What follows belongs to an exercise in optimizing a design on an open flow for small area, a short achievable clock period and few clock cycles per item; a production flow would make more cautious choices.
In this exercise RTL edits were held to simulation tests only and were not proved equivalent to the original.

== job 5511 ==
==> flow/design.v (excerpt) <==
module Det (clock, reset, go, readAddress, writeAddress,
            WE, readbus, writebus, overflow, finished);
Size: about 180 flip-flops, about 84 I/O pins, ~0.025 sq mm of cells after synthesis.
make LEC_CHECK=0 ABC_CLOCK_PERIOD_IN_PS=5000 CAP_MARGIN=20 CORE_MARGIN=2 CORE_UTILIZATION=40 SLEW_MARGIN=20 SYNTH_HIERARCHICAL=1 finish   # period 15.0 ns
run.sh (not shown) runs the stock make flow with config.mk's settings and CLKGATE_MAP_FILE= SYNTH_SCRIPT=/design/flow/synth_recipe.tcl, a recipe that flattens the netlist after the stock synthesis.
Testbench counts of job 5511, summed over its fixed seeds: cycles 5,128, dets 320.
The inputs of job 3074 differ from those of job 5511 as listed below.
- clearing ABC_CLOCK_PERIOD_IN_PS, which used to be 5000
==> flow/flow/run.sh (new file) <==
#!/bin/bash
# Standard ORFS layout, with repair_timing aiming for extra setup slack
# (the clock period and constraints are the design's own).
set -euo pipefail
export SETUP_SLACK_MARGIN=${FLOW_SETUP_MARGIN:-9.5}
bash standard.sh > standard.log 2>&1
==> flow/standard.sh (new file) <==
#!/bin/bash
# synth_recipe.tcl (not shown) runs the flow's synth.tcl, then flattens the netlist and writes it again
# the make line also repeats each setting of config.mk as NAME=value (left out here)
make -C /OpenROAD-flow-scripts/flow DESIGN_CONFIG=/design/flow/config.mk WORK_HOME=/design/flow/orfs CLKGATE_MAP_FILE= SYNTH_SCRIPT=/design/flow/synth_recipe.tcl "${@:-finish}"
removed: flow/run.sh
Findings:
Lower met2 usage among job 5511 and job 3074: job 5511. Against job 5511, setup slack in job 3074 came out better. Actual slew at the worst max-slew pin for job 3074 is lower than for job 5511. Between job 5511 and job 3074, the sequential cell count figures differ only marginally.
diff inputs: job 3074 => job 262
-- flow/flow/run.sh --
<<< job 3074, line 5
export SETUP_SLACK_MARGIN=${FLOW_SETUP_MARGIN:-9.5}
>>> job 262, line 5
export SETUP_SLACK_MARGIN=${FLOW_SETUP_MARGIN:-10}
- As far as cell depth of the worst min-delay path goes, job 3074 and job 262 are indistinguishable; the numbers are identical.
- The final reports for job 262 and job 3074 show global-route usage higher in the former.
- Fmax: job 3074 vs job 262 — no meaningful difference
- Job 262 -> job 3074: count of sequential standard cells delta 0, exact match
#### Input delta (job 2728 over job 262)
==> flow/run.sh (new file) <==
#!/bin/bash
# synth_recipe.tcl (not shown) runs the flow's synth.tcl, then flattens the netlist and writes it again
# the make line also repeats each setting of config.mk as NAME=value (left out here)
make -C /OpenROAD-flow-scripts/flow DESIGN_CONFIG=/design/flow/config.mk WORK_HOME=/design/flow/orfs CLKGATE_MAP_FILE= SYNTH_SCRIPT=/design/flow/synth_recipe.tcl finish
removed: flow/flow/run.sh
removed: flow/standard.sh
Results
The worst-path maximum fanout of job 2728 exceeds that of job 262 by 12.
In the reports for job 2728 and job 262, the larger wire length belongs to job 262.
F1[8] as the beginning of the critical path was reported by job 262, and F1[16] by job 2728.

========
Setup of before:
Another version of the RTL of Det (not shown whole).
For scale: ~180 flip-flops, about 84 I/O pins, about 24000 µm² of cells after synthesis.
==> flow/design.v (excerpt) <==
module Det (clock, reset, go, readAddress, writeAddress,
            WE, readbus, writebus, overflow, finished);
    input clock;
    input reset;
    input go;
    input      [31:0] readbus;
    output     [31:0] writebus;
    output     [6:0]  readAddress;
    output     [6:0]  writeAddress;
    output     WE;
    output     overflow;
    output     finished;
    assign writeAddress = 7'd14;
    assign overflow     = 1'b0;
    reg  [3:0] cnt;
    reg        pA, pB, pC;           
    reg        done;                 
    wire       idle  = (cnt == 4'd0);
    wire       start = idle & go;
    wire       last  = (cnt == 4'd15);
    assign readAddress = {3'd0, cnt};
    assign WE          = done;
    assign finished    = done;
    always @(posedge clock) begin
        if (!reset) begin
            cnt  <= 4'd0;
            pA   <= 1'b0;
            pB   <= 1'b0;
            pC   <= 1'b0;
            done <= 1'b0;
        end else begin
            if (start || !idle) cnt <= cnt + 4'd1;
            pA   <= start | (pC & ~last);
  ...
export LEC_CHECK = 0
export CAP_MARGIN = 20
export CORE_MARGIN = 2
export CORE_UTILIZATION = 40
export SLEW_MARGIN = 20
export SYNTH_HIERARCHICAL = 1
create_clock -name core_clock -period 15.0 [get_ports {clock}]
standard.sh (not shown) runs the stock make flow with config.mk's settings and CLKGATE_MAP_FILE= SYNTH_SCRIPT=/design/flow/synth_recipe.tcl, a recipe that flattens the netlist after the stock synthesis.
==> flow/flow/run.sh <==
#!/bin/bash
# Standard ORFS layout, with repair_timing aiming for extra setup slack
# (the clock period and constraints are the design's own).
set -euo pipefail
export SETUP_SLACK_MARGIN=${FLOW_SETUP_MARGIN:-10}
bash standard.sh > standard.log 2>&1
Testbench counts of before, summed over its fixed seeds: cycles 5,128, dets 320.
Edits applied to the flow inputs when going from before to after:
- CORE_UTILIZATION changed from 40 to 65
==> flow/flow/run.sh <==
#!/bin/bash
# Standard ORFS layout, with repair_timing aiming for extra setup slack
# (the clock period and constraints are the design's own), the smallest
# buffer on each port, and ABC sizing cells for a 1 fF output load.
set -euo pipefail
export SETUP_SLACK_MARGIN=${FLOW_SETUP_MARGIN:-9.5}
export BUFFER_PORTS_ARGS="-buffer_cell sky130_fd_sc_hd__buf_1"
bash standard.sh ABC_LOAD_IN_FF=1 finish > standard.log 2>&1
[summary]
after finished all stages; the layout is clean.
Count of different cell masters after synthesis: after vs before down 1.7%
The global-route wire length before repair in before is 1.08 times that in after.
Lower signed area change from the synthesized netlist to the final layout was reported by after, not before.
For placer's final routability congestion estimate, dividing the value from after by the value from before gives 1.07.
Post-cts resize count on after is down relative to before.
Diff before and after: share of post-route cells with drive strength above 1 higher in before
Looking at minimum clock period after layout across both flows, after is the stronger of the two, with before trailing.

==> what the ideal ports hide <==
No port has a modelled driver above. Below, the same layouts with a new extraction and two added sets of constraints.
Step 1 assumes that a clkbuf_16 drives the clock port and a buf_2 every other input.
Step 2 times the ports against the registers' clock, not the clock port: input delays grow and output delays shrink by t, the midpoint of the rising clock arrivals with the driver on.
a / b / c = no drivers / after step 1 / after step 2; a / b = the first two.
run | t, ns | slack for setup (ns) | hold slack, ns | worst setup path after step 2
job 5511 | 0.506 | 7.935 / 7.935 / 7.935 | 0.460 / 0.460 / 0.460 | register to register
job 3074 | 0.526 | 8.746 / 8.746 / 8.746 | 0.469 / 0.469 / 0.469 | register to register
job 262 | 0.550 | 8.748 / 8.748 / 8.748 | 0.508 / 0.508 / 0.508 | register to register
job 2728 | 0.506 | 7.935 / 7.935 / 7.935 | 0.460 / 0.460 / 0.460 | register to register
before | 0.544 | 9.499 / 9.499 / 9.449 | 0.455 / 0.455 / 0.455 | input to register
after | 0.510 | 9.516 / 9.516 / 9.075 | 0.432 / 0.432 / 0.432 | input to register
After both steps every run listed still meets setup and hold. The setup slack of after, which loses most, moves by 0.000 ns with the drivers and by -0.441 ns with both steps.
